This design comes from an exercise in tuning for small area, a short achievable clock period and few clock cycles on the open sky130 flow, not from production work.
At most, simulation tests tie the RTL to the original design; equivalence was not proved.
No functional check of the RTL was part of runs 6 and 7.
Power figures rest on the tool's default switching activity, not on a simulated workload.

## flow/config.mk

```make
export PLATFORM = sky130hd
export DESIGN_NAME = mult_accelerator
export DESIGN_NICKNAME = mult_accelerator
export VERILOG_FILES = /design/flow/design.v
export SDC_FILE = /design/flow/constraint.sdc
export NUM_CORES = 4
export LEC_CHECK = 0
export CAP_MARGIN = 20
export CORE_MARGIN = 2
export CORE_UTILIZATION = 65
export CTS_BUF_LIST = sky130_fd_sc_hd__clkbuf_8
export PLACE_DENSITY = 0.75
export SETUP_SLACK_MARGIN = 3.7
export SLEW_MARGIN = 20
export BUFFER_PORTS_ARGS = -buffer_cell sky130_fd_sc_hd__buf_2
```

## flow/constraint.sdc

```tcl
create_clock -name core_clock -period 6.0 [get_ports {clk}]
set_input_delay 1.2000 -clock core_clock [delete_from_list [all_inputs] [get_ports {clk}]]
set_output_delay 1.2000 -clock core_clock [all_outputs]
set_load 0.01 [all_outputs]
```

## flow/design.v

```verilog
module mult_accelerator (
	input clk,
	output read_n,
	output write_n,
	output chipselect,
	input waitrequest,
	output [31:0] address,
	output [1:0] byteenable,
	input readdatavalid,
	input [15:0] readdata,
	output [15:0] writedata,
	input reset_n
);
assign byteenable = 2'b11;
assign chipselect = 1'b1;
localparam [15:0] PIX1 = 16'd1,     W1 = 16'd50,    R1 = 16'd39250,
                  PIX2 = 16'd39450, W2 = 16'd39463, R2 = 16'd49463;
localparam [5:0] PLAST1 = PIX1[5:0] + 6'd48, PLAST2 = PIX2[5:0] + 6'd12;
localparam [9:0] RLAST1 = R1[9:0] + 10'd199, RLAST2 = R2[9:0] + 10'd199;
localparam [2:0] S_POLL = 3'd0, S_RUN = 3'd1, S_END = 3'd2, S_WR = 3'd3,
                 S_FL0 = 3'd4, S_FLAG = 3'd5;
reg [2:0]  state;
reg        layer2;       
reg        cmd;          
reg        rd, wr;       
reg [15:0] aq;           
reg        cp;           
reg [3:0]  cg;           
reg [5:0]  pa;           
reg        pdone;        
reg        vcur, vnxt;   
reg [15:0] pcur, pnxt;
reg [3:0]  rm;           
reg [15:0] gptr;         
reg [9:0]  ra;           
reg        rl;           
reg        t1p, t2p, t1w, t2w;  
reg [3:0]  t1g, t2g;     
reg        clr;          
reg [4:0]  y01, y23;     
reg        yv;           
reg [5:0]  acc_lo;
reg [7:0]  acc_hi;
assign read_n = !rd;
assign write_n = !wr;
assign address = {2'b11, 13'd0, aq, 1'b0};
assign writedata = {{2{acc_hi[7]}}, acc_hi, acc_lo};
wire adv = !(rd || wr) || !waitrequest;
wire [9:0] phi = layer2 ? PIX2[15:6] : PIX1[15:6];
wire [5:0] plo = layer2 ? PIX2[5:0] : PIX1[5:0];
wire acc_done = !t1w && !t2w && !yv;
function [3:0] need;
	input [15:0] w;
	need = {|w[3:0], |w[7:4], |w[11:8], |w[15:12]};
endfunction
wire can_w = vcur && (rm != 4'd0);
wire cur_free = vcur && (rm == 4'd0);            
wire cur_p = rd && cp;
wire can_p = !pdone && !(can_w && (vnxt || t1p || t2p || cur_p) ||
                         vnxt && (t1p || t2p || cur_p) ||
                         t1p && (t2p || cur_p) ||
                         t2p && cur_p);
wire [3:0] kbit = {rm[3] && rm[2:0] == 3'd0, rm[2] && rm[1:0] == 2'd0, rm[1] && !rm[0], rm[0]};
wire rm_one = !(rm[0] && (rm[1] || rm[2] || rm[3]) || rm[1] && (rm[2] || rm[3]) || rm[2] && rm[3]);
wire [3:0] knib = ({4{kbit[0]}} & pcur[15:12]) | ({4{kbit[1]}} & pcur[11:8]) |
                  ({4{kbit[2]}} & pcur[7:4])   | ({4{kbit[3]}} & pcur[3:0]);
wire [1:0] gl = gptr[1:0];
wire [1:0] klo = {gl[1] ^ kbit[2] ^ kbit[3] ^ (gl[0] && (kbit[1] || kbit[3])), gl[0] ^ kbit[1] ^ kbit[3]};
wire kcy = gl == 2'd1 ? kbit[3] : gl == 2'd2 ? (kbit[2] || kbit[3]) : gl == 2'd3 ? !kbit[0] : 1'b0;
wire [13:0] ghi1 = gptr[15:2] + 14'd1;
wire [15:0] waddr = {kcy ? ghi1 : gptr[15:2], klo};
wire l2last = layer2 && pdone && !t1p && !t2p && !cur_p && !vnxt;
wire [15:0] gnext = l2last ? {gl[1] ? ghi1 : gptr[15:2], !gl[1], gl[0]} : {ghi1, gl};
wire row_left = !pdone || t1p || t2p || (rd && cp) || vnxt || can_w;
wire run_sel = (state == S_RUN) || (state == S_WR && !rl);
wire cp_sel = (run_sel || state == S_END && !acc_done) && can_p;
wire cw_sel = run_sel && !can_p && can_w;
wire wr_sel = (state == S_END && acc_done) || state == S_FL0;
wire choose_p = adv && cp_sel;
wire choose_w = adv && cw_sel;
wire rel = cur_free;
always @(posedge clk) begin
	if (!reset_n) begin
		state <= S_POLL;
		rd <= 1'b0;
		wr <= 1'b0;
	end else if (state == S_POLL && cmd) begin
		state <= S_RUN;
		rd <= 1'b0;
	end else if (adv) begin
		rd <= cp_sel || cw_sel || state == S_POLL;
		wr <= wr_sel;
		case (state)
			S_RUN: if (!row_left) state <= S_END;
			S_END: if (acc_done) state <= S_WR;
			S_WR: state <= rl ? S_FL0 : S_RUN;
			S_FL0: state <= S_FLAG;
			S_FLAG: state <= S_POLL;
			default: state <= S_POLL;
		endcase
	end
end
always @(posedge clk)
	if (adv) begin
		aq <= cp_sel ? {phi, pa} :
		      cw_sel ? waddr :
		      (state == S_END) ? {layer2 ? R2[15:10] : R1[15:10], ra} : 16'd0;
		cp <= cp_sel;
		cg <= knib;
	end
always @(posedge clk) begin
	if (!reset_n) begin
		cmd <= 1'b0;
		t1p <= 1'b0;
		t2p <= 1'b0;
		t1w <= 1'b0;
		t2w <= 1'b0;
	end else begin
		cmd <= (state == S_POLL) && !cmd && readdatavalid &&
		       (&readdata[15:2]) && (readdata[1] ^ readdata[0]);
		t2p <= t1p;
		t2w <= t1w;
		t1p <= !waitrequest && rd && cp && state != S_POLL;
		t1w <= !waitrequest && rd && !cp && state != S_POLL;
	end
	t2g <= t1g;
	t1g <= cg;
end
wire pin_last = layer2 && pdone && !t1p && !cur_p;
wire [15:0] pin = {readdata[15:8], pin_last ? 8'd0 : readdata[7:0]};
always @(posedge clk) begin
	if (state == S_POLL) begin
		if (readdatavalid && !cmd)
			layer2 <= readdata[0];
		vcur <= 1'b0;
		vnxt <= 1'b0;
		pa <= plo;
		pdone <= 1'b0;
		ra <= layer2 ? R2[9:0] : R1[9:0];
		gptr <= layer2 ? W2 : W1;
	end else begin
		if (choose_p) begin
			pa <= pa + 6'd1;
			pdone <= (pa == (layer2 ? PLAST2 : PLAST1));
		end
		if (state == S_RUN && adv && !row_left) begin
			pa <= plo;
			pdone <= 1'b0;
		end
		if (choose_w)
			rm <= rm & ~kbit;
		if (rel)
			gptr <= gnext;
		if (rel || !vcur) begin
			if (vnxt) begin
				pcur <= pnxt;
				rm <= need(pnxt);
				vcur <= 1'b1;
				vnxt <= t2p;
				pnxt <= pin;
			end else begin
				pcur <= pin;
				rm <= need(pin);
				vcur <= t2p;
			end
		end else if (t2p) begin
			pnxt <= pin;
			vnxt <= 1'b1;
		end
		if (state == S_END && adv && acc_done) begin
			ra <= ra + 10'd1;
			rl <= (ra == (layer2 ? RLAST2 : RLAST1));
		end
	end
end
wire arr_wt = t2w;
wire [3:0] g = t2g;
wire [3:0] o0 = g[0] ? {~readdata[3],  readdata[2:0]}   : 4'd8;
wire [3:0] o1 = g[1] ? {~readdata[7],  readdata[6:4]}   : 4'd8;
wire [3:0] o2 = g[2] ? {~readdata[11], readdata[10:8]}  : 4'd8;
wire [3:0] o3 = g[3] ? {~readdata[15], readdata[14:12]} : 4'd8;
wire [7:0] lo_sum = acc_lo + {yv, y01} + y23;
reg [1:0] cr;     
reg       yd;     
always @(posedge clk) begin
	clr <= (state == S_POLL && cmd) || (state == S_WR && adv);
	y01 <= arr_wt ? o0 + o1 : 5'd0;
	y23 <= arr_wt ? o2 + o3 : 5'd0;
	yv <= arr_wt;
	if (clr || state == S_FL0) begin
		acc_lo <= {6{state == S_FL0}};
		acc_hi <= {8{state == S_FL0}};
		cr <= 2'd0;
		yd <= 1'b0;
	end else begin
		acc_lo <= lo_sum[5:0];
		acc_hi <= acc_hi + cr - yd;
		cr <= lo_sum[7:6];
		yd <= yv;
	end
end
endmodule
```

## flow/flow/run.sh

```bash
#!/bin/bash
# Standard layout, with plain buffers on the ports.
set -e
echo 'export BUFFER_PORTS_ARGS = -buffer_cell sky130_fd_sc_hd__buf_2' >> config.mk
bash standard.sh > standard.log 2>&1
```

## flow/standard.sh

```bash
#!/bin/bash
# synth_recipe.tcl (not shown) runs the flow's synth.tcl, then flattens the netlist and writes it again
# the make line also repeats each setting of config.mk as NAME=value (left out here)
make -C /OpenROAD-flow-scripts/flow DESIGN_CONFIG=/design/flow/config.mk WORK_HOME=/design/flow/orfs CLKGATE_MAP_FILE= SYNTH_SCRIPT=/design/flow/synth_recipe.tcl "${@:-finish}"
```

==> impl_metrics.env, run 1 <==
export IMPL_required_ns=4.80
export IMPL_io_buffers=53
export IMPL_rsz0062_at_grt="no"
export IMPL_critPathLaunchType="flop"
export IMPL_die_height_um=111.3
export IMPL_hp_class="reg -> reg"
export IMPL_dr_pass1_iters=5
export IMPL_yosys_register_bits=141
export IMPL_period_needed_ns=2.222
export IMPL_finalSetupTns_ns=0
export IMPL_status="finished clean"
export IMPL_wl_per_cell_um=17.75
export IMPL_syn_area_um2=7483
export IMPL_cp_arrival_ns=1.02
export IMPL_final_cell_mix="91 x edfxtp_1, 53 x buf_2, 48 x dfxtp_1"
export IMPL_r2r_slack_ns=3.79
export IMPL_reg2regPathDepth=6
export IMPL_power_density_nw_per_um2=318.4
export IMPL_hold_end="t2g[0]"
export IMPL_num_vias=5547
export IMPL_setup_viol=0
export IMPL_finalMaxSlewViolations=0
export IMPL_dp_slack_ns=2.688
export IMPL_rows=39
export IMPL_grt_start_max_net_pins=34
export IMPL_fillerInstances=792
export IMPL_worstSkewPairLatency_ns=0.46
export IMPL_ios=73
export IMPL_critPathMaxFanout=5
export IMPL_wl_mm=16.34
export IMPL_antennaDiodeCount=0
export IMPL_track_usage_pct=26.99
export IMPL_cp_end_kind="output port"
export IMPL_worst_slew_pin_slew_ns=0.8707
export IMPL_finalCritPeriodShare_pct=37.03
export IMPL_area_delta_synth_final_pct=12.02
export IMPL_antenna_left=0
export IMPL_core_um2=11320
export IMPL_clock_sinks=141
export IMPL_clock_skew_ns=0.009437
export IMPL_cts_root_buf="clkbuf_8"
export IMPL_synth_area_per_cell_um2=10.71
export IMPL_r2r_end="aq[5]"
export IMPL_cts_tree="done"
export IMPL_cts_buffer_depth=2
export IMPL_place_area_um2=7721
export IMPL_synth_cells=699
export IMPL_final_cell_area_um2=8383
export IMPL_fp_dieW_um=111.3
export IMPL_synth_ff_type="edfxtp_1"
export IMPL_yosys_warnings=1
export IMPL_hp_start="t1g[0]"
export IMPL_async_flop_share_pct=0
export IMPL_synth_distinct_cells=64
export IMPL_yosysTopAreaCell="edfxtp_1"
export IMPL_critical_path_class="reg -> out"
export IMPL_synth_top_area_share_pct=36.52
export IMPL_path_clk_slew_ns=0.07
export IMPL_antenna_found_initial=0
export IMPL_grt_pass1_wl_mm=26.11
export IMPL_drt_first_iter_violations=473
export IMPL_synth_edf_count=91
export IMPL_cts_hold_buf=0
export IMPL_vdd_drop_max_v=0.0003203
export IMPL_gp_congestion=0.8984
export IMPL_gr_total_overflow=0
export IMPL_setup_ws_ns=3.778
export IMPL_drc=0
export IMPL_htree_levels=4
export IMPL_dieArea_um2=12390
export IMPL_start_util_pct=66.10
export IMPL_rr_startpoint="rm[2]"
export IMPL_cts_buffers=17
export IMPL_hold_viol=0
export IMPL_hpwlAfterDp_mm=11.01
export IMPL_whs_path_depth=0
export IMPL_grt_pass1_vias=5243
export IMPL_p_leak_nw=3.251
export IMPL_yosys_top_cells_area="edfxtp_1 37%, dfxtp_1 13%, ha_1 4.3%"
export IMPL_layout_commonest_cell="edfxtp_1"
export IMPL_slew_headroom_pct=41.56
export IMPL_fmax_mhz=450.1
export IMPL_yosysSeqAreaShare_pct=49.89
export IMPL_drv_cap=0
export IMPL_viasPerCell=6.023
export IMPL_layout_drive_gt1_share_pct=19.79
export IMPL_nNetsFinal=820
final cells by class:
| class | count | area (um^2) | area share [%] |
|---|---|---|---|
| Tap cell | 143 | 178.9 | 2.134 |
| Clock inverter | 11 | 101.3 | 1.209 |
| Multi-Input combinational cell | 490 | 3465 | 41.33 |
| Timing Repair Buffer | 79 | 460.4 | 5.493 |
| Clock buffer | 21 | 289.0 | 3.448 |
| Sequential cell | 141 | 3741 | 44.63 |
| Timing Repair inverter | 2 | 12.51 | 0.1493 |
| Inverter | 34 | 135.1 | 1.612 |
synthesized netlist by cell type, types with 19 or more instances:
library cell and n:
edfxtp_1 91, dfxtp_1 50, nand2_1 47, nor2_1 45
o21ai_0 38, a21oi_1 36, inv_1 34, and2_1 29
ha_1 26, xnor2_1 25, buf_4 24, clkbuf_1 19
mux2_2 19
flip-flops by register name, summed over array words and instances, names as in the netlist, 6 cells and up:
signal,count
acc_hi,8
acc_lo,6
aq,16
gptr,16
pa,6
pcur,16
pnxt,16
ra,10
worst max-delay path, stage by stage (launching register included):
cell and delay, ns:
dfxtp_4 0.39, inv_2 0.05, buf_2 0.13
through the flow:
step	hold WS (ns)	instances	total power, mW	util, %
after floorplan	0.3096	716	1.749	-
after global placement	0.3152	862	1.884	68.20
after detailed placement	0.3121	862	1.908	68.20
after CTS	0.3322	915	2.672	73.31
after global routing	0.3492	921	2.813	74.05
final	0.3310	921	2.669	74.05
where the power goes:
part	total, mW	internal [mW]	switching (mW)
logic	0.680	0.310	0.370
clock network	0.748	0.404	0.343
registers	1.24	1.15	0.0926
total	2.67	1.86	0.806
kinds of logic after synthesis:
kind of cell / after synthesis / synth area share (%)
mux: 24 / 3.528
compound gates: 140 / 12.54
other cells: 2 / 0.1004
xor+xnor: 40 / 4.682
flops: 141 / 49.89
buf+inv: 86 / 5.735
simple gates: 231 / 16.77
fa+ha+maj: 35 / 6.755
per-layer routing:
layer,track usage (%),vias to the layer above,routed length (um)
met2,43.46,255,7787
met3,6.069,29,1222
li1,-,2631,-
met5,0,-,0
met4,9.794,0,285
met1,36.34,2632,7049
worst max-delay path by stage:
| stage | cells past startpoint | endpoint | start | slack [ns] |
|---|---|---|---|---|
| after floorplan | 6 | pa[1] | waitrequest | 3.40 |
| after global placement | 3 | pcur[13] | state[2] | 2.85 |
| after detailed placement | 3 | pcur[9] | state[2] | 2.69 |
| after CTS | 3 | aq[0] | waitrequest | 3.67 |
| after global routing | 6 | aq[14] | gptr[2] | 3.69 |
| final | 2 | read_n | rd | 3.78 |
what timing repair did:
action | in CTS | in global routing
setup endpoints to repair | 84 | 99
buffers inserted | 18 | 6
endpoints found under the hold margin | 0 | 0
pin swaps | 3 | 3
gates cloned | 3 | 0
gates resized for setup | 9 | 13
Testbench counts, summed over its fixed seeds: cycles 420,833.
==> run 2, diff against run 1 <==
--- a/flow/config.mk
+++ b/flow/config.mk
@@ -5,6 +5,7 @@
 export SDC_FILE = /design/flow/constraint.sdc
 export NUM_CORES = 4
 export LEC_CHECK = 0
+export ABC_CLOCK_PERIOD_IN_PS = 2200
 export CAP_MARGIN = 20
 export CORE_MARGIN = 2
 export CORE_UTILIZATION = 65
==> impl_metrics.env, run 2 <==
export IMPL_antenna_found_initial=0
export IMPL_dr_pass1_iters=5
export IMPL_hold_viol=0
export IMPL_start_util_pct=66.10
export IMPL_gr_total_overflow=0
export IMPL_vdd_drop_max_v=0.0003203
export IMPL_placedCellCount=862
export IMPL_area_delta_synth_final_pct=12.02
export IMPL_synth_most_common_cell="edfxtp_1"
export IMPL_hp_class="reg -> reg"
export IMPL_grt_pass1_vias=5243
export IMPL_finalMaxSlewViolations=0
export IMPL_core_um2=11320
export IMPL_fillerInstances=792
export IMPL_yosys_register_bits=141
export IMPL_hold_end="t2g[0]"
export IMPL_synth_ff_type="edfxtp_1"
export IMPL_fmax_mhz=450.1
export IMPL_drv_cap=0
export IMPL_seq_area_um2=3741
export IMPL_clock_skew_ns=0.009437
export IMPL_cts_root_buf="clkbuf_8"
export IMPL_wl_mm=16.34
export IMPL_fin_hold_ws_ns=0.3310
export IMPL_clock_sinks=141
export IMPL_ios=73
export IMPL_synth_area_per_cell_um2=10.71
export IMPL_nNetsFinal=820
export IMPL_critical_path_class="reg -> out"
export IMPL_layout_commonest_cell="edfxtp_1"
export IMPL_synth_edf_count=91
export IMPL_fp_dieW_um=111.3
export IMPL_rows=39
export IMPL_multiInputGateArea_um2=3465
export IMPL_drt_first_iter_violations=473
export IMPL_hpwlAfterDp_mm=11.01
export IMPL_grt_start_max_net_pins=34
export IMPL_cts_buffers=17
export IMPL_htree_levels=4
export IMPL_synth_distinct_cells=64
export IMPL_rsz0062_at_grt="no"
export IMPL_io_buffers=53
export IMPL_yosys_warnings=1
export IMPL_final_cell_mix="91 x edfxtp_1, 53 x buf_2, 48 x dfxtp_1"
export IMPL_antenna_left=0
export IMPL_status="finished clean"
export IMPL_critPathLaunchType="flop"
export IMPL_total_power_mw=2.669
export IMPL_critPathMaxFanout=5
export IMPL_cp_end_kind="output port"
export IMPL_worstSkewPairLatency_ns=0.46
export IMPL_setup_viol=0
export IMPL_power_density_nw_per_um2=318.4
export IMPL_antennaDiodeCount=0
export IMPL_path_clk_slew_ns=0.07
export IMPL_slew_headroom_pct=41.56
export IMPL_cts_tree="done"
export IMPL_finalSetupTns_ns=0
export IMPL_track_usage_pct=26.99
export IMPL_reg2regPathDepth=6
export IMPL_grt_pass1_wl_mm=26.11
export IMPL_fin_cells=921
export IMPL_r2r_slack_ns=3.79
export IMPL_yosysSeqAreaShare_pct=49.89
export IMPL_gp_congestion=0.8984
export IMPL_hp_start="t1g[0]"
export IMPL_drc=0
export IMPL_layout_drive_gt1_share_pct=19.79
export IMPL_r2r_end="aq[5]"
export IMPL_cp_arrival_ns=1.02
export IMPL_syn_area_um2=7483
export IMPL_worst_slew_pin_slew_ns=0.8707
export IMPL_cts_buffer_depth=2
export IMPL_synth_common_cells="91 x edfxtp_1, 50 x dfxtp_1, 47 x nand2_1, 45 x nor2_1, 38 x o21ai_0"
export IMPL_dieArea_um2=12390
export IMPL_yosys_top_cells_area="edfxtp_1 37%, dfxtp_1 13%, ha_1 4.3%"
export IMPL_wl_per_cell_um=17.75
export IMPL_num_vias=5547
export IMPL_rr_startpoint="rm[2]"
export IMPL_async_flop_share_pct=0
export IMPL_finalCritPeriodShare_pct=37.03
export IMPL_period_needed_ns=2.222
export IMPL_whs_path_depth=0
export IMPL_die_height_um=111.3
export IMPL_p_leak_nw=3.251
export IMPL_synth_top_area_share_pct=36.52
export IMPL_synth_cells=699
export IMPL_viasPerCell=6.023
export IMPL_yosysTopAreaCell="edfxtp_1"
export IMPL_required_ns=4.80
-- run 2: worst max path at each step --
| stage | depth (start not counted) | end | start |
|---|---|---|---|
| 2_1_floorplan | 6 | pa[1] | waitrequest |
| 3_3_place_gp | 3 | pcur[13] | state[2] |
| 3_5_place_dp | 3 | pcur[9] | state[2] |
| 4_1_cts | 3 | aq[0] | waitrequest |
| 5_1_grt | 6 | aq[14] | gptr[2] |
| 6_report | 2 | read_n | rd |
-- run 2: through the flow --
stage	area, um^2	setup WS, ns	util [%]
finish	8383	3.778	74.05
global route	8383	3.686	74.05
CTS	8299	3.675	73.31
detailed placement	7721	2.688	68.20
global placement	7721	2.850	68.20
floorplan	7574	3.404	-
-- run 2: cells by family after synthesis --
logic type | after synthesis | synth area share, %
fa+ha+maj | 35 | 6.755
mux | 24 | 3.528
compound gates | 140 | 12.54
flops | 141 | 49.89
simple gates | 231 | 16.77
xor+xnor | 40 | 4.682
other cells | 2 | 0.1004
buf+inv | 86 | 5.735
-- run 2: worst max-delay path, cell delays in order, from the launching register on --
cell and delay [ns]:
dfxtp_4 0.39, inv_2 0.05, buf_2 0.13
-- run 2: where the power goes --
| group | switching (mW) | internal, mW | total [mW] |
|---|---|---|---|
| clock network | 0.343 | 0.404 | 0.748 |
| logic | 0.370 | 0.310 | 0.680 |
| registers | 0.0926 | 1.15 | 1.24 |
-- run 2: cell type report --
type	instances	area share [%]
flip-flops and latches	141	44.63
repair buffers	79	5.493
repair inverters	2	0.1493
inverters	34	1.612
clock inverters	11	1.209
well taps	143	2.134
multi-input cells	490	41.33
clock buffers	21	3.448
-- run 2: layer usage --
metal	vias up	global-route usage (%)	routed length (um)
li1	2631	-	-
met1	2632	36.34	7049
met2	255	43.46	7787
met3	29	6.069	1222
met4	0	9.794	285
met5	-	0	0
-- run 2: timing repair --
action                     CTS  global route
resized for setup            9            13
buffers inserted            18             6
pin swaps                    3             3
setup endpoints to repair   84            99
hold buffers                 0             0
gates cloned                 3             0
==> run 3, diff against run 2 <==
--- a/flow/config.mk
+++ b/flow/config.mk
@@ -5,11 +5,10 @@
 export SDC_FILE = /design/flow/constraint.sdc
 export NUM_CORES = 4
 export LEC_CHECK = 0
-export ABC_CLOCK_PERIOD_IN_PS = 2200
 export CAP_MARGIN = 20
 export CORE_MARGIN = 2
 export CORE_UTILIZATION = 65
-export CTS_BUF_LIST = sky130_fd_sc_hd__clkbuf_8
+export CTS_BUF_LIST = sky130_fd_sc_hd__clkbuf_8 sky130_fd_sc_hd__clkbuf_16
 export PLACE_DENSITY = 0.75
 export SETUP_SLACK_MARGIN = 3.7
 export SLEW_MARGIN = 20
==> impl_metrics.env, run 3 <==
export IMPL_rows=39
export IMPL_drc=0
export IMPL_antenna_found_initial=0
export IMPL_path_cells="inv_1 > buf_2"
export IMPL_layout_drive_gt1_share_pct=20.10
export IMPL_fmax_mhz=446.0
export IMPL_final_cell_mix="91 x edfxtp_1, 53 x buf_2, 48 x dfxtp_1"
export IMPL_dr_pass1_iters=5
export IMPL_ios=73
export IMPL_placedCellCount=862
export IMPL_grt_pass1_wl_mm=26.18
export IMPL_start_util_pct=66.10
export IMPL_path_clk_slew_ns=0.05
export IMPL_slowest_stage="dfxtp_2"
export IMPL_synth_area_per_cell_um2=10.71
export IMPL_num_vias=5590
export IMPL_track_usage_pct=26.99
export IMPL_worst_slew_pin_slew_ns=0.8715
export IMPL_setup_viol=0
export IMPL_yosysSeqAreaShare_pct=49.89
export IMPL_die_height_um=111.3
export IMPL_power_density_nw_per_um2=340.3
export IMPL_nNetsFinal=823
export IMPL_synth_top_area_share_pct=36.52
export IMPL_yosysTopAreaCell="edfxtp_1"
export IMPL_clock_skew_ns=0.006446
export IMPL_synth_common_cells="91 x edfxtp_1, 50 x dfxtp_1, 47 x nand2_1, 45 x nor2_1, 38 x o21ai_0"
export IMPL_antennaDiodeCount=0
export IMPL_required_ns=4.80
export IMPL_htree_levels=4
export IMPL_yosys_warnings=1
export IMPL_worstSkewPairLatency_ns=0.42
export IMPL_grt_start_max_net_pins=34
export IMPL_antenna_left=0
export IMPL_finalMaxSlewViolations=0
export IMPL_synth_edf_count=91
export IMPL_wl_per_cell_um=17.83
export IMPL_synth_ff_type="edfxtp_1"
export IMPL_cp_arrival_ns=1.04
export IMPL_yosys_top_cells_area="edfxtp_1 37%, dfxtp_1 13%, ha_1 4.3%"
export IMPL_grt_pass1_vias=5266
export IMPL_dp_slack_ns=2.688
export IMPL_drv_cap=0
export IMPL_layout_commonest_cell="edfxtp_1"
export IMPL_total_power_mw=2.922
export IMPL_power_share_clock_pct=34.0
export IMPL_cts_buffers=17
export IMPL_fin_cells=924
export IMPL_slew_headroom_pct=41.51
export IMPL_finalCritPeriodShare_pct=37.37
export IMPL_critical_path_class="reg -> out"
export IMPL_cts_root_buf="clkbuf_16"
export IMPL_sw_frac_of_total_pct=29.00
export IMPL_power_frac_seq_pct=42.6
export IMPL_hold_viol=0
export IMPL_wl_mm=16.48
export IMPL_io_buffers=53
export IMPL_viasPerCell=6.050
export IMPL_finalSetupTns_ns=0
export IMPL_rsz0062_at_grt="no"
export IMPL_hpwlAfterDp_mm=11.01
export IMPL_period_needed_ns=2.242
export IMPL_cpPeakStageDelay_ns=0.39
export IMPL_gr_total_overflow=0
export IMPL_drt_first_iter_violations=536
export IMPL_synth_cells=699
export IMPL_p_sw_uw=847.4
export IMPL_synth_distinct_cells=64
export IMPL_fp_dieW_um=111.3
export IMPL_vdd_drop_max_v=0.0003295
export IMPL_p_comb_share_pct=23.4
export IMPL_area_delta_synth_final_pct=14.73
export IMPL_dieArea_um2=12390
export IMPL_cp_end_kind="output port"
export IMPL_cts_buffer_depth=2
export IMPL_async_flop_share_pct=0
export IMPL_critPathMaxFanout=5
export IMPL_critPathLaunchType="flop"
export IMPL_hp_class="reg -> reg"
export IMPL_status="finished clean"
export IMPL_internal_power_mw=2.075
export IMPL_cts_tree="done"
export IMPL_clock_sinks=141
export IMPL_gp_congestion=0.8984
export IMPL_yosys_register_bits=141
export IMPL_p_leak_nw=3.350
export IMPL_core_um2=11320
export IMPL_syn_area_um2=7483
export IMPL_synth_most_common_cell="edfxtp_1"
export IMPL_setup_ws_ns=3.758
[run 3: cell count changes in the layout (fill, tap and decap cells not counted), sizes merged]
cell | before | now
clkbuf | 21 | 23
bufinv | 2 | 0
buf | 79 | 82
[run 3: layout make-up]
class	instances	area [um^2]
Sequential cell	141	3739
Multi-Input combinational cell	490	3466
Fill cell	757	2735
Clock buffer	23	530.5
Timing Repair Buffer	82	483.0
Tap cell	143	178.9
Inverter	34	135.1
Clock inverter	9	41.29
Timing Repair inverter	2	12.51
[run 3: worst max-delay path: cells and delay by family (launching register included)]
kind     cells  cell delay [ns]
buf+inv      2             0.23
flops        1             0.39
[run 3: kinds of logic (layout without fill, tap and decap cells)]
family | after synthesis | count (layout) | synth area share [%]
AND/OR/NAND/NOR | 231 | 232 | 16.77
flip-flops | 141 | 141 | 49.89
AO/OA/AOI/OAI | 140 | 140 | 12.54
buffers and inverters | 86 | 150 | 5.735
XOR/XNOR | 40 | 40 | 4.682
adder cells (fa/ha/maj) | 35 | 35 | 6.755
multiplexers | 24 | 24 | 3.528
other | 2 | 19 | 0.1004
[run 3: through the flow]
| stage | cell area [um^2] | util [%] | hold slack [ns] |
|---|---|---|---|
| global placement | 7721 | 68.20 | 0.3152 |
| global route | 8586 | 75.84 | 0.3444 |
| finish | 8586 | 75.84 | 0.3253 |
| detailed placement | 7721 | 68.20 | 0.3121 |
| floorplan | 7574 | - | 0.3096 |
| CTS | 8479 | 74.90 | 0.3275 |
[run 3: metal layers]
layer  vias to the layer above  global-route usage (%)  wire [um]
met3                        17                   5.577       1065
met5                         -                       0          0
li1                       2637                       -          -
met2                       215                   43.98       7987
met1                      2721                   36.13       7195
met4                         0                   9.959        228
[run 3: path summary, 6_finish.rpt]
path	from	end	slack (ns)	cells past startpoint
hold / removal	t1g[0]	t2g[0]	0.33	0
hold reg to reg	t1g[0]	t2g[0]	0.33	0
setup / recovery	rd	read_n	3.76	2
setup reg to reg	acc_lo[1]	cr[1]	3.80	7
[run 3: repair_timing]
action | CTS | global route
hold endpoints to repair | 0 | 0
endpoints found under the setup margin | 83 | 110
buffers inserted | 18 | 9
hold buffers | 0 | 0
pin swaps | 3 | 4
gates resized for setup | 8 | 13
gates cloned | 3 | 0
[run 3: power groups by stage]
stage / clock, mW / sequential (mW) / combinational [mW]
floorplan: 0 / 1.26 / 0.487
CTS: 1.00 / 1.24 / 0.673
global placement: 0 / 1.26 / 0.624
finish: 0.994 / 1.24 / 0.685
detailed placement: 0 / 1.26 / 0.644
global route: 1.04 / 1.26 / 0.766
==> run 4, diff against run 3 <==
--- a/flow/config.mk
+++ b/flow/config.mk
@@ -8,7 +8,7 @@
 export CAP_MARGIN = 20
 export CORE_MARGIN = 2
 export CORE_UTILIZATION = 65
-export CTS_BUF_LIST = sky130_fd_sc_hd__clkbuf_8 sky130_fd_sc_hd__clkbuf_16
+export CTS_BUF_LIST = sky130_fd_sc_hd__clkbuf_16
 export PLACE_DENSITY = 0.75
 export SETUP_SLACK_MARGIN = 3.7
 export SLEW_MARGIN = 20
==> impl_metrics.env, run 4 <==
export IMPL_cp_end_kind="output port"
export IMPL_fin_cells=922
export IMPL_synthMuxAreaShare_pct=3.528
export IMPL_clock_skew_ns=0.006975
export IMPL_synth_distinct_cells=64
export IMPL_finalCritPeriodShare_pct=37.45
export IMPL_yosys_area_share_simple_pct=16.77
export IMPL_synth_compound_area_share_pct=12.54
export IMPL_finalMaxSlewViolations=0
export IMPL_yosys_warnings=1
export IMPL_synth_top_family_by_area="simple AND/OR/NAND/NOR gates"
export IMPL_gp_congestion=0.8984
export IMPL_viasPerCell=6.033
export IMPL_fillerInstances=773
export IMPL_power_density_nw_per_um2=336.9
export IMPL_core_um2=11320
export IMPL_layout_commonest_cell="edfxtp_1"
export IMPL_dieArea_um2=12390
export IMPL_seq_area_um2=3739
export IMPL_final_cell_area_um2=8531
export IMPL_rsz0062_at_grt="yes"
export IMPL_gr_total_overflow=0
export IMPL_io_buffers=53
export IMPL_area_delta_synth_final_pct=13.99
export IMPL_slew_headroom_pct=40.74
export IMPL_fin_hold_ws_ns=0.3257
export IMPL_synth_common_cells="91 x edfxtp_1, 50 x dfxtp_1, 47 x nand2_1, 45 x nor2_1, 38 x o21ai_0"
export IMPL_hold_viol=0
export IMPL_layout_drive_gt1_share_pct=19.64
export IMPL_wl_mm=16.58
export IMPL_yosys_top_cells_area="edfxtp_1 37%, dfxtp_1 13%, ha_1 4.3%"
export IMPL_p_leak_nw=3.324
export IMPL_path_cells="inv_1 > buf_2"
export IMPL_grt_pass1_vias=5261
export IMPL_hpwlAfterDp_mm=11.01
export IMPL_worst_slew_pin_slew_ns=0.8830
export IMPL_critPathMaxFanout=5
export IMPL_power_frac_seq_pct=43.3
export IMPL_ios=73
export IMPL_fmax_mhz=445.1
export IMPL_cts_tree="done"
export IMPL_sw_frac_of_total_pct=29.61
export IMPL_cts_buffer_depth=2
export IMPL_cts_root_buf="clkbuf_16"
export IMPL_period_needed_ns=2.247
export IMPL_rows=39
export IMPL_drt_first_iter_violations=526
export IMPL_track_usage_pct=27.02
export IMPL_yosysTopAreaCell="edfxtp_1"
export IMPL_async_flop_share_pct=0
export IMPL_clock_sinks=141
export IMPL_internal_power_mw=2.023
export IMPL_status="finished clean"
export IMPL_setup_viol=0
export IMPL_syn_area_um2=7483
export IMPL_critical_path_class="reg -> out"
export IMPL_synth_xor_area_share_pct=4.681
export IMPL_synth_top_area_share_pct=36.52
export IMPL_place_area_um2=7721
export IMPL_nNetsFinal=821
export IMPL_final_cell_mix="91 x edfxtp_1, 53 x buf_2, 48 x dfxtp_1"
export IMPL_path_clk_slew_ns=0.05
export IMPL_drc=0
export IMPL_wl_per_cell_um=17.98
export IMPL_synth_fa_ha_area_share_pct=6.755
export IMPL_p_sw_uw=851.0
export IMPL_vdd_drop_max_v=0.0003300
export IMPL_antennaDiodeCount=0
export IMPL_worstSkewPairLatency_ns=0.43
export IMPL_grt_start_max_net_pins=34
export IMPL_cp_arrival_ns=1.05
export IMPL_start_util_pct=66.10
export IMPL_p_comb_share_pct=23.8
export IMPL_die_height_um=111.3
export IMPL_htree_levels=4
export IMPL_fp_dieW_um=111.3
export IMPL_finalSetupTns_ns=0
export IMPL_placedCellCount=862
export IMPL_slowest_stage="dfxtp_2"
export IMPL_yosysSeqAreaShare_pct=49.89
export IMPL_synth_edf_count=91
export IMPL_yosys_register_bits=141
export IMPL_synth_cells=699
export IMPL_dr_pass1_iters=5
export IMPL_power_share_clock_pct=32.9
export IMPL_hp_class="reg -> reg"
export IMPL_required_ns=4.80
export IMPL_cpPeakStageDelay_ns=0.40
export IMPL_drv_cap=0
export IMPL_grt_pass1_wl_mm=26.19
export IMPL_num_vias=5562
export IMPL_synth_area_per_cell_um2=10.71
export IMPL_multiInputGateArea_um2=3466
export IMPL_antenna_found_initial=0
export IMPL_antenna_left=0
export IMPL_synth_ff_type="edfxtp_1"
export IMPL_critPathLaunchType="flop"
export IMPL_cts_buffers=17
export IMPL_synth_most_common_cell="edfxtp_1"
## run 4: cell type report
class,instances,area share (%)
timing repair buffer,80,5.485
multi-input combinational,490,40.63
sequential,141,43.83
inverter,34,1.584
clock inverter,13,0.6600
timing repair inverter,2,0.1467
clock buffer,19,5.573
tap,143,2.097
## run 4: per-layer routing
metal	routed length (um)	vias up	track usage [%]
met3	1111	16	5.194
met5	0	-	0
li1	-	2629	-
met2	8022	226	43.98
met1	7204	2691	36.45
met4	237	0	10.04
## run 4: worst paths after layout
| kind | cells past startpoint | end | start | slack, ns |
|---|---|---|---|---|
| max | 2 | read_n | rd | 3.75 |
| min | 0 | t2g[0] | t1g[0] | 0.33 |
| max reg2reg | 5 | aq[0] | rm[3] | 3.76 |
| min reg2reg | 0 | t2g[0] | t1g[0] | 0.33 |
## run 4: timing repair
action,CTS,global route
hold buffers,0,0
pin swaps,3,3
hold endpoints to repair,0,0
cloned,3,0
gates resized for setup,9,12
setup endpoints to repair,83,111
buffers inserted,18,7
## run 4: power groups by stage
stage	sequential (mW)	combinational, mW	clock, mW
2_1_floorplan	1.26	0.487	0
3_3_place_gp	1.26	0.624	0
3_5_place_dp	1.26	0.644	0
4_1_cts	1.24	0.673	0.953
5_1_grt	1.26	0.765	0.989
6_report	1.24	0.685	0.945
## run 4: logic make-up after synthesis
family | after synthesis
adder cells (fa/ha/maj) | 35
AO/OA/AOI/OAI | 140
AND/OR/NAND/NOR | 231
flip-flops | 141
multiplexers | 24
XOR/XNOR | 40
other | 2
buffers and inverters | 86
## run 4: through the flow
stage               util, %  setup WS [ns]  power, mW
floorplan                 -          3.404      1.749
global placement      68.20          2.850      1.884
detailed placement    68.20          2.688      1.908
CTS                   74.56          3.620      2.869
global route          75.35          3.635      3.012
finish                75.35          3.753      2.874
## run 4: worst max-delay path: cells and delay by family (launching register included)
kind     cells  cell delay (ns)
flops        1             0.40
buf+inv      2             0.22
==> run 5, diff against run 4 <==
--- a/flow/config.mk
+++ b/flow/config.mk
@@ -7,9 +7,9 @@
 export LEC_CHECK = 0
 export CAP_MARGIN = 20
 export CORE_MARGIN = 2
-export CORE_UTILIZATION = 65
-export CTS_BUF_LIST = sky130_fd_sc_hd__clkbuf_16
-export PLACE_DENSITY = 0.75
+export CORE_UTILIZATION = 75
+export CTS_BUF_LIST = sky130_fd_sc_hd__clkbuf_8
+export PLACE_DENSITY = 0.85
 export SETUP_SLACK_MARGIN = 3.7
 export SLEW_MARGIN = 20
 export BUFFER_PORTS_ARGS = -buffer_cell sky130_fd_sc_hd__buf_2
==> impl_metrics.env, run 5 <==
export IMPL_fin_cells=913
export IMPL_fmax_mhz=433.0
export IMPL_synth_area_per_cell_um2=10.71
export IMPL_synth_common_cells="91 x edfxtp_1, 50 x dfxtp_1, 47 x nand2_1, 45 x nor2_1, 38 x o21ai_0"
export IMPL_finalSetupTns_ns=0
export IMPL_cts_root_buf="clkbuf_8"
export IMPL_hold_viol=0
export IMPL_area_delta_synth_final_pct=12.76
export IMPL_worst_slew_pin_slew_ns=0.6628
export IMPL_layout_drive_gt1_share_pct=20.77
export IMPL_cts_tree="done"
export IMPL_yosys_area_share_simple_pct=16.77
export IMPL_final_cell_area_um2=8438
export IMPL_drt_first_iter_violations=661
export IMPL_hpwlAfterDp_mm=11.09
export IMPL_final_cell_mix="91 x edfxtp_1, 53 x buf_2, 49 x dfxtp_1"
export IMPL_critPathLaunchType="flop"
export IMPL_worstSkewPairLatency_ns=0.44
export IMPL_critical_path_class="reg -> out"
export IMPL_die_height_um=103.9
export IMPL_p_leak_nw=3.259
export IMPL_synth_xor_area_share_pct=4.681
export IMPL_finalCritPeriodShare_pct=38.49
export IMPL_synth_fa_ha_area_share_pct=6.755
export IMPL_cp_end_kind="output port"
export IMPL_yosysSeqAreaShare_pct=49.89
export IMPL_track_usage_pct=32.71
export IMPL_antenna_found_initial=0
export IMPL_io_buffers=53
export IMPL_synth_edf_count=91
export IMPL_p_sw_uw=855.8
export IMPL_drc=0
export IMPL_yosys_warnings=1
export IMPL_ios=73
export IMPL_nNetsFinal=822
export IMPL_clock_skew_ns=0.01121
export IMPL_synth_compound_area_share_pct=12.54
export IMPL_setup_viol=0
export IMPL_htree_levels=4
export IMPL_synth_top_area_share_pct=36.52
export IMPL_synth_ff_type="edfxtp_1"
export IMPL_power_share_clock_pct=29.0
export IMPL_required_ns=4.80
export IMPL_final_core_util_pct=86.73
export IMPL_grt_start_max_net_pins=34
export IMPL_yosys_register_bits=141
export IMPL_synthMuxAreaShare_pct=3.528
export IMPL_synth_most_common_cell="edfxtp_1"
export IMPL_path_clk_slew_ns=0.08
export IMPL_rows=36
export IMPL_critPathMaxFanout=5
export IMPL_cts_buffers=17
export IMPL_cp_arrival_ns=1.11
export IMPL_internal_power_mw=1.914
export IMPL_fillerInstances=499
export IMPL_wl_per_cell_um=19.76
export IMPL_sw_frac_of_total_pct=30.90
export IMPL_gp_congestion=0.9464
export IMPL_yosysTopAreaCell="edfxtp_1"
export IMPL_r2r_slack_ns=3.70
export IMPL_slew_headroom_pct=55.81
export IMPL_status="finished clean"
export IMPL_core_um2=9729
export IMPL_power_frac_seq_pct=45.0
export IMPL_fin_hold_ws_ns=0.3367
export IMPL_period_needed_ns=2.310
export IMPL_grt_pass1_vias=5606
export IMPL_gr_total_overflow=0
export IMPL_cts_buffer_depth=2
export IMPL_antennaDiodeCount=0
export IMPL_rsz0062_at_grt="yes"
export IMPL_hp_class="reg -> reg"
export IMPL_cts_hold_buf=0
export IMPL_finalMaxSlewViolations=0
export IMPL_dr_pass1_iters=5
export IMPL_syn_area_um2=7483
export IMPL_yosys_top_cells_area="edfxtp_1 37%, dfxtp_1 13%, ha_1 4.3%"
export IMPL_synth_cells=699
export IMPL_dieArea_um2=10790
export IMPL_num_vias=5931
export IMPL_start_util_pct=76.92
export IMPL_synth_top_family_by_area="simple AND/OR/NAND/NOR gates"
export IMPL_async_flop_share_pct=0
export IMPL_drv_cap=0
export IMPL_placedCellCount=852
export IMPL_wl_mm=18.04
export IMPL_vdd_drop_max_v=0.0001987
export IMPL_p_comb_share_pct=26.0
export IMPL_grt_pass1_wl_mm=27.66
export IMPL_place_area_um2=7709
export IMPL_viasPerCell=6.496
export IMPL_synth_distinct_cells=64
export IMPL_fp_dieW_um=103.9
export IMPL_clock_sinks=141
export IMPL_antenna_left=0
export IMPL_power_density_nw_per_um2=328.2
export IMPL_layout_commonest_cell="edfxtp_1"
## run 5: layout make-up
cell class              instances  area, um^2  share of cell area (%)
flip-flops and latches        141        3735                   44.26
multi-input cells             490        3502                   41.50
repair buffers                 81       475.5                   5.635
clock buffers                  17       234.0                   2.773
clock inverters                15       180.2                   2.135
well taps                     133       166.4                   1.972
inverters                      34       135.1                   1.601
repair inverters                2       10.01                  0.1186
## run 5: cells by family after synthesis
family,Yosys count
AOI/OAI and AO/OA,140
xor gates and xnor gates,40
adders and majority gates,35
buffers and inverters,86
DFF,141
muxes,24
other,2
and+or+nand+nor,231
## run 5: layer usage
metal	track usage (%)	routed length [um]	up-vias	part of all wire (%)
met3	8.772	1924	77	11
li1	-	-	2637	-
met2	53.48	8756	424	49
met5	0	0	-	0
met1	42.10	6803	2793	38
met4	12.45	556	0	3.1
## run 5: what timing repair did
item	4_1_cts	5_1_grt
pin swaps	2	3
gates resized for setup	8	18
cloned	3	0
setup buffers	17	9
endpoints found under the setup margin	98	98
## run 5: final timing paths
path / startpoint / end / cells past startpoint
hold / removal: t1g[0] / t2g[0] / 0
setup / recovery: rd / read_n / 2
setup reg to reg: rm[2] / aq[5] / 7
hold reg to reg: t1g[0] / t2g[0] / 0
## run 5: critical path, stage by stage (launching register included)
cell	delay, ns
dfxtp_2	0.42
inv_1	0.10
buf_2	0.15
## run 5: through the flow
stage          worst slack, ns  power [mW]
3_5_place_dp             2.734       1.919
3_3_place_gp             2.885       1.873
4_1_cts                  3.534       2.727
6_report                 3.690       2.769
2_1_floorplan            3.404       1.749
5_1_grt                  3.597       2.897
## run 5: power groups by stage
stage                     combinational (mW)  clock (mW)  sequential, mW
final                                  0.720       0.803            1.25
after global routing                   0.794       0.843            1.26
after CTS                              0.682       0.804            1.24
after detailed placement               0.655           0            1.26
after global placement                 0.615           0            1.26
after floorplan                        0.487           0            1.26
==> run 6, diff against run 5 <==
--- a/flow/design.v
+++ b/flow/design.v
@@ -37,14 +37,14 @@
 reg        t1p, t2p, t1w, t2w;  
 reg [3:0]  t1g, t2g;     
 reg        clr;          
-reg [4:0]  y01, y23;     
+reg [5:0]  y;            
 reg        yv;           
-reg [5:0]  acc_lo;
-reg [7:0]  acc_hi;
+reg [4:0]  acc_lo;
+reg [8:0]  acc_hi;
 assign read_n = !rd;
 assign write_n = !wr;
 assign address = {2'b11, 13'd0, aq, 1'b0};
-assign writedata = {{2{acc_hi[7]}}, acc_hi, acc_lo};
+assign writedata = {{2{acc_hi[8]}}, acc_hi, acc_lo};
 wire adv = !(rd || wr) || !waitrequest;
 wire [9:0] phi = layer2 ? PIX2[15:6] : PIX1[15:6];
 wire [5:0] plo = layer2 ? PIX2[5:0] : PIX1[5:0];
@@ -179,23 +179,22 @@
 wire [3:0] o1 = g[1] ? {~readdata[7],  readdata[6:4]}   : 4'd8;
 wire [3:0] o2 = g[2] ? {~readdata[11], readdata[10:8]}  : 4'd8;
 wire [3:0] o3 = g[3] ? {~readdata[15], readdata[14:12]} : 4'd8;
-wire [7:0] lo_sum = acc_lo + {yv, y01} + y23;
+wire [6:0] lo_sum = acc_lo + y;
 reg [1:0] cr;     
 reg       yd;     
 always @(posedge clk) begin
 	clr <= (state == S_POLL && cmd) || (state == S_WR && adv);
-	y01 <= arr_wt ? o0 + o1 : 5'd0;
-	y23 <= arr_wt ? o2 + o3 : 5'd0;
+	y <= arr_wt ? o0 + o1 + o2 + o3 : 6'd0;
 	yv <= arr_wt;
 	if (clr || state == S_FL0) begin
-		acc_lo <= {6{state == S_FL0}};
-		acc_hi <= {8{state == S_FL0}};
+		acc_lo <= {5{state == S_FL0}};
+		acc_hi <= {9{state == S_FL0}};
 		cr <= 2'd0;
 		yd <= 1'b0;
 	end else begin
-		acc_lo <= lo_sum[5:0];
+		acc_lo <= lo_sum[4:0];
 		acc_hi <= acc_hi + cr - yd;
-		cr <= lo_sum[7:6];
+		cr <= lo_sum[6:5];
 		yd <= yv;
 	end
 end
--- a/flow/config.mk
+++ b/flow/config.mk
@@ -7,9 +7,9 @@
 export LEC_CHECK = 0
 export CAP_MARGIN = 20
 export CORE_MARGIN = 2
-export CORE_UTILIZATION = 75
+export CORE_UTILIZATION = 65
 export CTS_BUF_LIST = sky130_fd_sc_hd__clkbuf_8
-export PLACE_DENSITY = 0.85
+export PLACE_DENSITY = 0.75
 export SETUP_SLACK_MARGIN = 3.7
 export SLEW_MARGIN = 20
 export BUFFER_PORTS_ARGS = -buffer_cell sky130_fd_sc_hd__buf_2
==> impl_metrics.env, run 6 <==
export IMPL_ios=73
export IMPL_status="finished clean"
export IMPL_cp_end_kind="flop"
export IMPL_synth_common_cells="91 x edfxtp_1, 49 x nand2_1, 46 x dfxtp_1, 41 x nor2_1, 40 x inv_1"
export IMPL_fmax_mhz=328.1
export IMPL_worstSkewPairLatency_ns=0.46
export IMPL_cp_arrival_ns=3.46
export IMPL_synth_most_common_cell="edfxtp_1"
export IMPL_finalSetupTns_ns=0
export IMPL_antenna_found_initial=0
export IMPL_slew_headroom_pct=55.34
export IMPL_cts_tree="done"
export IMPL_synth_top_area_share_pct=37.35
export IMPL_drv_cap=0
export IMPL_gp_congestion=0.9063
export IMPL_rsz0062_at_grt="yes"
export IMPL_period_needed_ns=3.048
export IMPL_setup_viol=0
export IMPL_antenna_left=0
export IMPL_total_power_mw=2.704
export IMPL_fin_hold_ws_ns=0.3310
export IMPL_critPathMaxFanout=2
export IMPL_viasPerCell=6.037
export IMPL_core_um2=10890
export IMPL_synth_distinct_cells=66
export IMPL_cts_buffers=17
export IMPL_yosysTopAreaCell="edfxtp_1"
export IMPL_setup_ws_ns=2.952
export IMPL_layout_drive_gt1_share_pct=24.06
export IMPL_grt_pass1_vias=5141
export IMPL_die_height_um=110.1
export IMPL_fillerInstances=754
export IMPL_finalMaxSlewViolations=0
export IMPL_dieArea_um2=12120
export IMPL_final_core_util_pct=76.63
export IMPL_yosysSeqAreaShare_pct=49.94
export IMPL_power_density_nw_per_um2=324.0
export IMPL_p_leak_nw=3.146
export IMPL_critical_path_class="in -> reg"
export IMPL_clock_skew_ns=0.01228
export IMPL_yosys_warnings=1
export IMPL_finalCritPeriodShare_pct=50.81
export IMPL_path_clk_slew_ns=0.08
export IMPL_fin_cells=913
export IMPL_wl_mm=16.30
export IMPL_vdd_drop_max_v=0.0003103
export IMPL_rows=38
export IMPL_synth_area_per_cell_um2=10.66
export IMPL_dr_pass1_iters=6
export IMPL_final_cell_mix="91 x edfxtp_1, 49 x buf_2, 48 x nand2_1"
export IMPL_p_sw_uw=897.5
export IMPL_io_buffers=53
export IMPL_dp_slack_ns=2.376
export IMPL_clock_sinks=137
export IMPL_drc=0
export IMPL_place_area_um2=7590
export IMPL_internal_power_mw=1.806
export IMPL_placedCellCount=848
export IMPL_final_cell_area_um2=8343
export IMPL_nNetsFinal=813
export IMPL_drt_first_iter_violations=486
export IMPL_hpwlAfterDp_mm=10.64
export IMPL_worst_slew_pin_slew_ns=0.6699
export IMPL_grt_pass1_wl_mm=25.99
export IMPL_htree_levels=4
export IMPL_fp_dieW_um=110.1
export IMPL_power_share_clock_pct=25.1
export IMPL_grt_start_max_net_pins=33
export IMPL_synth_ff_type="edfxtp_1"
export IMPL_gr_total_overflow=0
export IMPL_cts_root_buf="clkbuf_8"
export IMPL_yosys_top_cells_area="edfxtp_1 37%, dfxtp_1 13%, ha_1 3.9%"
export IMPL_num_vias=5512
export IMPL_sw_frac_of_total_pct=33.20
export IMPL_layout_commonest_cell="edfxtp_1"
export IMPL_synth_cells=686
export IMPL_syn_area_um2=7316
export IMPL_antennaDiodeCount=0
export IMPL_yosys_register_bits=137
export IMPL_power_frac_seq_pct=44.9
export IMPL_cts_buffer_depth=2
export IMPL_critPathLaunchType="primary input"
export IMPL_wl_per_cell_um=17.85
export IMPL_required_ns=6.41
export IMPL_start_util_pct=67.19
export IMPL_cts_hold_buf=0
export IMPL_hold_viol=0
export IMPL_synth_edf_count=91
export IMPL_track_usage_pct=28.55
export IMPL_p_comb_share_pct=30.0
export IMPL_area_delta_synth_final_pct=14.04
export IMPL_hp_class="reg -> reg"
export IMPL_async_flop_share_pct=0
[run 6: what timing repair did]
item	CTS	global route
setup buffers	22	8
pin swaps	11	7
gates resized for setup	23	19
endpoints found under the setup margin	96	47
gates cloned	3	0
[run 6: logic make-up (layout without fill, tap and decap cells)]
logic type / Yosys count / count (layout) / share of synthesized area [%]
adder cells (fa/ha/maj): 33 / 33 / 6.670
AND/OR/NAND/NOR: 227 / 228 / 16.74
buffers and inverters: 91 / 160 / 6.174
XOR/XNOR: 43 / 43 / 5.148
AO/OA/AOI/OAI: 132 / 132 / 12.02
flip-flops: 137 / 137 / 49.94
multiplexers: 21 / 21 / 3.198
other: 2 / 19 / 0.1027
[run 6: final cells by class]
| cell class | instances | area (um^2) | area share, % |
|---|---|---|---|
| Sequential cell | 137 | 3662 | 43.90 |
| Timing Repair inverter | 2 | 12.51 | 0.1500 |
| Inverter | 40 | 157.7 | 1.890 |
| Clock buffer | 19 | 261.5 | 3.134 |
| Multi-Input combinational cell | 476 | 3428 | 41.09 |
| Clock inverter | 13 | 95.09 | 1.140 |
| Timing Repair Buffer | 86 | 550.5 | 6.599 |
| Tap cell | 140 | 175.2 | 2.100 |
[run 6: worst paths after layout]
check                                  from      to  slack [ns]  cells after the start
worst max-delay path            readdata[9]    y[5]        2.95                     12
worst min-delay path                 t1g[1]  t2g[1]        0.33                      0
worst max register to register       t2g[0]    y[5]        3.39                      9
worst min register to register       t1g[1]  t2g[1]        0.33                      0
[run 6: worst max-delay path, cell delays in order]
cell and delay (ns):
buf_8 0.10, and2_4 0.15, fa_1 0.55, inv_2 0.04
fa_1 0.45, inv_2 0.08, ha_4 0.12, inv_2 0.03
fa_2 0.35, nor2b_2 0.15, o21a_1 0.14, o21a_1 0.10
[run 6: routing by layer]
metal,vias to the layer above,wire length [um],global-route usage (%)
met5,-,0,0
met4,0,187,7.857
met3,21,1050,6.761
met2,218,7989,46.98
met1,2681,7071,38.13
li1,2592,-,-
[run 6: power by group through the flow]
stage               registers, mW  clock network, mW  logic, mW
CTS                          1.21              0.688      0.784
global placement             1.23                  0      0.673
global route                 1.23              0.732      0.909
finish                       1.21              0.679      0.811
floorplan                    1.23                  0      0.533
detailed placement           1.23                  0      0.706
==> run 7, diff against run 6 <==
--- a/flow/config.mk
+++ b/flow/config.mk
@@ -10,6 +10,6 @@
 export CORE_UTILIZATION = 65
 export CTS_BUF_LIST = sky130_fd_sc_hd__clkbuf_8
 export PLACE_DENSITY = 0.75
-export SETUP_SLACK_MARGIN = 3.7
+export SETUP_SLACK_MARGIN = 3.8
 export SLEW_MARGIN = 20
 export BUFFER_PORTS_ARGS = -buffer_cell sky130_fd_sc_hd__buf_2
==> impl_metrics.env, run 7 <==
export IMPL_status="finished clean"
export IMPL_drc=0
export IMPL_fp_dieW_um=110.1
export IMPL_seq_area_um2=3670
export IMPL_dp_slack_ns=2.411
export IMPL_grt_pass1_wl_mm=26.24
export IMPL_worst_slew_pin_slew_ns=0.6615
export IMPL_vdd_drop_max_v=0.0003345
export IMPL_slew_headroom_pct=55.90
export IMPL_async_flop_share_pct=0
export IMPL_cts_root_buf="clkbuf_8"
export IMPL_start_util_pct=67.19
export IMPL_num_vias=5595
export IMPL_layout_drive_gt1_share_pct=27.42
export IMPL_cts_buffers=17
export IMPL_fmax_mhz=326.7
export IMPL_htree_levels=4
export IMPL_hold_viol=0
export IMPL_setup_viol=0
export IMPL_wl_per_cell_um=18.62
export IMPL_syn_area_um2=7316
export IMPL_grt_start_max_net_pins=33
export IMPL_finalMaxSlewViolations=0
export IMPL_rr_startpoint="t2g[0]"
export IMPL_hpwlAfterDp_mm=10.97
export IMPL_cts_buffer_depth=2
export IMPL_synth_ff_type="edfxtp_1"
export IMPL_synth_distinct_cells=66
export IMPL_grt_pass1_vias=5389
export IMPL_total_power_mw=2.823
export IMPL_r2r_slack_ns=3.41
export IMPL_synth_common_cells="91 x edfxtp_1, 49 x nand2_1, 46 x dfxtp_1, 41 x nor2_1, 40 x inv_1"
export IMPL_rsz0062_at_grt="yes"
export IMPL_critPathMaxFanout=2
export IMPL_dieArea_um2=12120
export IMPL_required_ns=6.39
export IMPL_synth_cells=686
export IMPL_synth_most_common_cell="edfxtp_1"
export IMPL_drt_first_iter_violations=511
export IMPL_antennaDiodeCount=0
export IMPL_critPathLaunchType="primary input"
export IMPL_setup_ws_ns=2.939
export IMPL_track_usage_pct=28.91
export IMPL_cp_end_kind="flop"
export IMPL_clock_skew_ns=0.009824
export IMPL_yosys_top_cells_area="edfxtp_1 37%, dfxtp_1 13%, ha_1 3.9%"
export IMPL_synth_area_per_cell_um2=10.66
export IMPL_path_clk_slew_ns=0.08
export IMPL_drv_cap=0
export IMPL_hold_end="t2g[2]"
export IMPL_yosysTopAreaCell="edfxtp_1"
export IMPL_area_delta_synth_final_pct=16.93
export IMPL_final_core_util_pct=78.57
export IMPL_worstSkewPairLatency_ns=0.44
export IMPL_wl_mm=17.21
export IMPL_yosys_register_bits=137
export IMPL_cts_tree="done"
export IMPL_multiInputGateArea_um2=3453
export IMPL_layout_commonest_cell="edfxtp_1"
export IMPL_finalCritPeriodShare_pct=51.01
export IMPL_hp_start="t1g[2]"
export IMPL_nNetsFinal=824
export IMPL_period_needed_ns=3.061
export IMPL_dr_pass1_iters=8
export IMPL_synth_top_area_share_pct=37.35
export IMPL_hp_class="reg -> reg"
export IMPL_die_height_um=110.1
export IMPL_gp_congestion=0.8699
export IMPL_ios=73
export IMPL_reg2regPathDepth=9
export IMPL_r2r_end="y[5]"
export IMPL_finalSetupTns_ns=0
export IMPL_power_density_nw_per_um2=330.0
export IMPL_whs_path_depth=0
export IMPL_final_cell_mix="91 x edfxtp_1, 48 x nand2_1, 48 x buf_2"
export IMPL_viasPerCell=6.055
export IMPL_rows=38
export IMPL_clock_sinks=137
export IMPL_core_um2=10890
export IMPL_critical_path_class="in -> reg"
export IMPL_fillerInstances=697
export IMPL_io_buffers=53
export IMPL_synth_edf_count=91
export IMPL_gr_total_overflow=0
export IMPL_yosys_warnings=1
export IMPL_antenna_found_initial=0
export IMPL_p_leak_nw=3.240
export IMPL_antenna_left=0
export IMPL_yosysSeqAreaShare_pct=49.94
export IMPL_cp_arrival_ns=3.45
[run 7: kinds of logic after synthesis]
group | after synthesis | synth area share, %
AO/OA/AOI/OAI | 132 | 12.02
XOR/XNOR | 43 | 5.148
adder cells (fa/ha/maj) | 33 | 6.670
buffers and inverters | 91 | 6.174
flip-flops | 137 | 49.94
multiplexers | 21 | 3.198
other | 2 | 0.1027
AND/OR/NAND/NOR | 227 | 16.74
[run 7: worst max path at each step]
| stage | slack [ns] | start | end |
|---|---|---|---|
| 2_1_floorplan | 2.66 | readdata[10] | y[4] |
| 3_3_place_gp | 2.47 | readdata[10] | y[4] |
| 3_5_place_dp | 2.41 | readdata[10] | y[4] |
| 4_1_cts | 2.91 | readdata[2] | y[4] |
| 5_1_grt | 2.87 | readdata[9] | y[5] |
| 6_report | 2.94 | readdata[9] | y[5] |
[run 7: worst max-delay path: stages]
cell,delay (ns)
buf_8,0.09
and2_4,0.15
fa_1,0.54
inv_1,0.05
fa_1,0.44
inv_2,0.08
ha_4,0.13
inv_2,0.04
fa_2,0.35
nor2b_2,0.15
o21a_1,0.13
o21a_1,0.10
[run 7: layer usage]
metal / vias to the layer above / GRT usage [%] / routed length [um]
met5: - / 0 / 0
met4: 0 / 10.45 / 379
met3: 32 / 5.526 / 1277
met2: 241 / 48.82 / 8481
met1: 2708 / 37.30 / 7070
li1: 2614 / - / -
[run 7: metrics by stage]
step | instance area [um^2] | cells | hold slack, ns
6_report | 8554 | 924 | 0.3343
3_3_place_gp | 7614 | 849 | 0.3131
3_5_place_dp | 7615 | 849 | 0.3193
4_1_cts | 8337 | 907 | 0.3332
5_1_grt | 8554 | 924 | 0.3440
2_1_floorplan | 7451 | 703 | 0.3096
[run 7: cell type report]
| type | count | share of cell area (%) |
|---|---|---|
| Timing Repair Buffer | 98 | 8.074 |
| Clock inverter | 12 | 1.404 |
| Tap cell | 140 | 2.048 |
| Multi-Input combinational cell | 475 | 40.37 |
| Timing Repair inverter | 2 | 0.1463 |
| Clock buffer | 20 | 3.218 |
| Sequential cell | 137 | 42.90 |
| Inverter | 40 | 1.843 |
[run 7: where the power goes]
part           leakage [nW]  total [mW]  internal, mW  switching, mW
registers              1.29        1.22          1.13         0.0867
logic                  1.75       0.849         0.391          0.458
clock network         0.201       0.758         0.399          0.359
[run 7: what timing repair did]
item,4_1_cts,5_1_grt
setup buffers,24,15
gates cloned,2,2
gates resized for setup,38,31
endpoints found under the setup margin,119,75
pin swaps,17,13
hold buffers,0,0
==> run 8, diff against run 7 <==
--- a/flow/design.v
+++ b/flow/design.v
@@ -37,14 +37,14 @@
 reg        t1p, t2p, t1w, t2w;  
 reg [3:0]  t1g, t2g;     
 reg        clr;          
-reg [5:0]  y;            
+reg [4:0]  y01, y23;     
 reg        yv;           
-reg [4:0]  acc_lo;
-reg [8:0]  acc_hi;
+reg [5:0]  acc_lo;
+reg [7:0]  acc_hi;
 assign read_n = !rd;
 assign write_n = !wr;
 assign address = {2'b11, 13'd0, aq, 1'b0};
-assign writedata = {{2{acc_hi[8]}}, acc_hi, acc_lo};
+assign writedata = {{2{acc_hi[7]}}, acc_hi, acc_lo};
 wire adv = !(rd || wr) || !waitrequest;
 wire [9:0] phi = layer2 ? PIX2[15:6] : PIX1[15:6];
 wire [5:0] plo = layer2 ? PIX2[5:0] : PIX1[5:0];
@@ -179,22 +179,23 @@
 wire [3:0] o1 = g[1] ? {~readdata[7],  readdata[6:4]}   : 4'd8;
 wire [3:0] o2 = g[2] ? {~readdata[11], readdata[10:8]}  : 4'd8;
 wire [3:0] o3 = g[3] ? {~readdata[15], readdata[14:12]} : 4'd8;
-wire [6:0] lo_sum = acc_lo + y;
+wire [7:0] lo_sum = acc_lo + {yv, y01} + y23;
 reg [1:0] cr;     
 reg       yd;     
 always @(posedge clk) begin
 	clr <= (state == S_POLL && cmd) || (state == S_WR && adv);
-	y <= arr_wt ? o0 + o1 + o2 + o3 : 6'd0;
+	y01 <= arr_wt ? o0 + o1 : 5'd0;
+	y23 <= arr_wt ? o2 + o3 : 5'd0;
 	yv <= arr_wt;
 	if (clr || state == S_FL0) begin
-		acc_lo <= {5{state == S_FL0}};
-		acc_hi <= {9{state == S_FL0}};
+		acc_lo <= {6{state == S_FL0}};
+		acc_hi <= {8{state == S_FL0}};
 		cr <= 2'd0;
 		yd <= 1'b0;
 	end else begin
-		acc_lo <= lo_sum[4:0];
+		acc_lo <= lo_sum[5:0];
 		acc_hi <= acc_hi + cr - yd;
-		cr <= lo_sum[6:5];
+		cr <= lo_sum[7:6];
 		yd <= yv;
 	end
 end
==> flow/flow/run.sh (replaced) <==
#!/bin/bash
# Standard layout, with plain buffers on the ports and a clock tree without
# dummy balancing loads.
set -e
cat >> config.mk <<'CFG'
export BUFFER_PORTS_ARGS = -buffer_cell sky130_fd_sc_hd__buf_2
export CTS_ARGS = -sink_clustering_enable -repair_clock_nets -buf_list sky130_fd_sc_hd__clkbuf_8 -dont_use_dummy_load
CFG
bash standard.sh > standard.log 2>&1
--- a/flow/config.mk
+++ b/flow/config.mk
@@ -10,6 +10,7 @@
 export CORE_UTILIZATION = 65
 export CTS_BUF_LIST = sky130_fd_sc_hd__clkbuf_8
 export PLACE_DENSITY = 0.75
-export SETUP_SLACK_MARGIN = 3.8
+export SETUP_SLACK_MARGIN = 3.7
 export SLEW_MARGIN = 20
 export BUFFER_PORTS_ARGS = -buffer_cell sky130_fd_sc_hd__buf_2
+export CTS_ARGS = -sink_clustering_enable -repair_clock_nets -buf_list sky130_fd_sc_hd__clkbuf_8 -dont_use_dummy_load
==> impl_metrics.env, run 8 <==
export IMPL_status="finished clean"
export IMPL_total_power_mw=2.469
export IMPL_core_um2=11320
export IMPL_viasPerCell=5.992
export IMPL_dieArea_um2=12390
export IMPL_layout_drive_gt1_share_pct=18.59
export IMPL_synth_most_common_cell="edfxtp_1"
export IMPL_antenna_found_initial=0
export IMPL_critPathLaunchType="flop"
export IMPL_dr_pass1_iters=5
export IMPL_clock_sinks=141
export IMPL_num_vias=5435
export IMPL_synth_ff_type="edfxtp_1"
export IMPL_rsz0062_at_grt="yes"
export IMPL_clock_skew_ns=0.02059
export IMPL_required_ns=4.80
export IMPL_hp_class="reg -> reg"
export IMPL_path_clk_slew_ns=0.07
export IMPL_fmax_mhz=440.8
export IMPL_finalSetupTns_ns=0
export IMPL_yosys_register_bits=141
export IMPL_cp_end_kind="output port"
export IMPL_yosys_top_cells_area="edfxtp_1 37%, dfxtp_1 13%, ha_1 4.3%"
export IMPL_io_buffers=53
export IMPL_wl_mm=16.14
export IMPL_seq_area_um2=3739
export IMPL_ios=73
export IMPL_p_comb_share_pct=27.5
export IMPL_fin_cells=907
export IMPL_drc=0
export IMPL_slew_headroom_pct=39.49
export IMPL_wl_met3_um=974
export IMPL_synth_edf_count=91
export IMPL_internal_power_mw=1.709
export IMPL_vdd_drop_max_v=0.0003201
export IMPL_routed_wl_met2_mm=7.729
export IMPL_layout_commonest_cell="edfxtp_1"
export IMPL_drt_first_iter_violations=556
export IMPL_finalCritPeriodShare_pct=37.81
export IMPL_final_core_util_pct=72.68
export IMPL_die_height_um=111.3
export IMPL_fillerInstances=807
export IMPL_period_needed_ns=2.268
export IMPL_critical_path_class="reg -> out"
export IMPL_htree_levels=4
export IMPL_antenna_left=0
export IMPL_area_delta_synth_final_pct=9.948
export IMPL_critPathMaxFanout=5
export IMPL_yosysTopAreaCell="edfxtp_1"
==> run 8: cell count changes in the layout (fill, tap and decap cells not counted), moves of 8 or more <==
cell     change
buf_4       -10
and2_1      +10
dfxtp_2      -9
nor2b_1      +9
buf_6        -8
dfxtp_1     +13
==> run 8: worst paths after layout <==
| check | startpoint | endpoint | slack [ns] |
|---|---|---|---|
| worst max-delay path | rd | read_n | 3.73 |
| worst min-delay path | t1g[0] | t2g[0] | 0.33 |
| worst max register to register | rm[3] | aq[0] | 3.80 |
| worst min register to register | t1g[0] | t2g[0] | 0.33 |
==> run 8: cell type report <==
type,count,share of cell area (%)
clock buffer,17,2.844
timing repair buffer,80,5.687
timing repair inverter,2,0.1521
tap,143,2.175
multi-input combinational,490,42.06
sequential,141,45.44
inverter,34,1.642
==> run 8: stage by stage <==
| step | hold WS (ns) | cell area, um^2 | setup WS (ns) |
|---|---|---|---|
| after global routing | 0.3470 | 8228 | 3.682 |
| final | 0.3311 | 8228 | 3.732 |
| after detailed placement | 0.3121 | 7721 | 2.688 |
| after CTS | 0.3276 | 8154 | 3.711 |
| after global placement | 0.3152 | 7721 | 2.850 |
| after floorplan | 0.3096 | 7574 | 3.404 |
==> run 8: power groups by stage <==
stage                     clock network [mW]  logic [mW]  registers [mW]
final                                  0.548       0.678            1.24
after global routing                   0.595       0.759            1.26
after CTS                              0.562       0.669            1.24
after detailed placement                   0       0.644            1.26
after global placement                     0       0.624            1.26
after floorplan                            0       0.487            1.26
==> run 8: logic make-up after synthesis <==
group,count (synthesis),synth area share (%)
multiplexers,24,3.528
AO/OA/AOI/OAI,140,12.54
other,2,0.1004
adder cells (fa/ha/maj),35,6.755
XOR/XNOR,40,4.682
AND/OR/NAND/NOR,231,16.77
flip-flops,141,49.89
buffers and inverters,86,5.735
==> run 8: critical path, cell delays in order (launching register included) <==
cell and delay (ns):
dfxtp_2 0.40, inv_1 0.09, buf_2 0.14
==> run 8: what timing repair did <==
item,in CTS,in global routing
cloned,3,0
buffers inserted,19,6
pin swaps,3,3
resized for setup,10,9
setup endpoints to repair,84,75
==> run 8: metal layers <==
layer | vias to the layer above | global-route usage, %
met4 | 0 | 10.45
met1 | 2612 | 36.01
met2 | 187 | 43.05
met3 | 20 | 5.577
met5 | - | 0
li1 | 2616 | -
Testbench counts of run 8, summed over its fixed seeds: cycles 420,833.

## what the ideal ports hide
The flow's constraints put no driver on any port. The routed layouts listed below were extracted and timed again, unchanged, in two steps.
Step 1, drivers: a clkbuf_16 drives clk and a buf_2 each remaining input, both assumed.
Step 2 times the ports against the registers' clock, not the clock port: input delays grow and output delays shrink by t, the midpoint of the rising clock arrivals with the driver on.
Three values: ideal, step 1, step 2; two values: the first two.
run | t (ns) | setup WS [ns]
run 1 | 0.492 | 3.778 / 3.739 / 3.370
run 2 | 0.492 | 3.778 / 3.739 / 3.370
run 3 | 0.464 | 3.758 / 3.715 / 3.373
run 4 | 0.471 | 3.753 / 3.709 / 3.367
run 5 | 0.471 | 3.690 / 3.655 / 3.279
run 6 | 0.485 | 2.952 / 2.946 / 2.460
run 7 | 0.477 | 2.939 / 2.938 / 2.461
run 8 | 0.481 | 3.732 / 3.692 / 3.334
After both steps setup and hold are still met in every run listed.
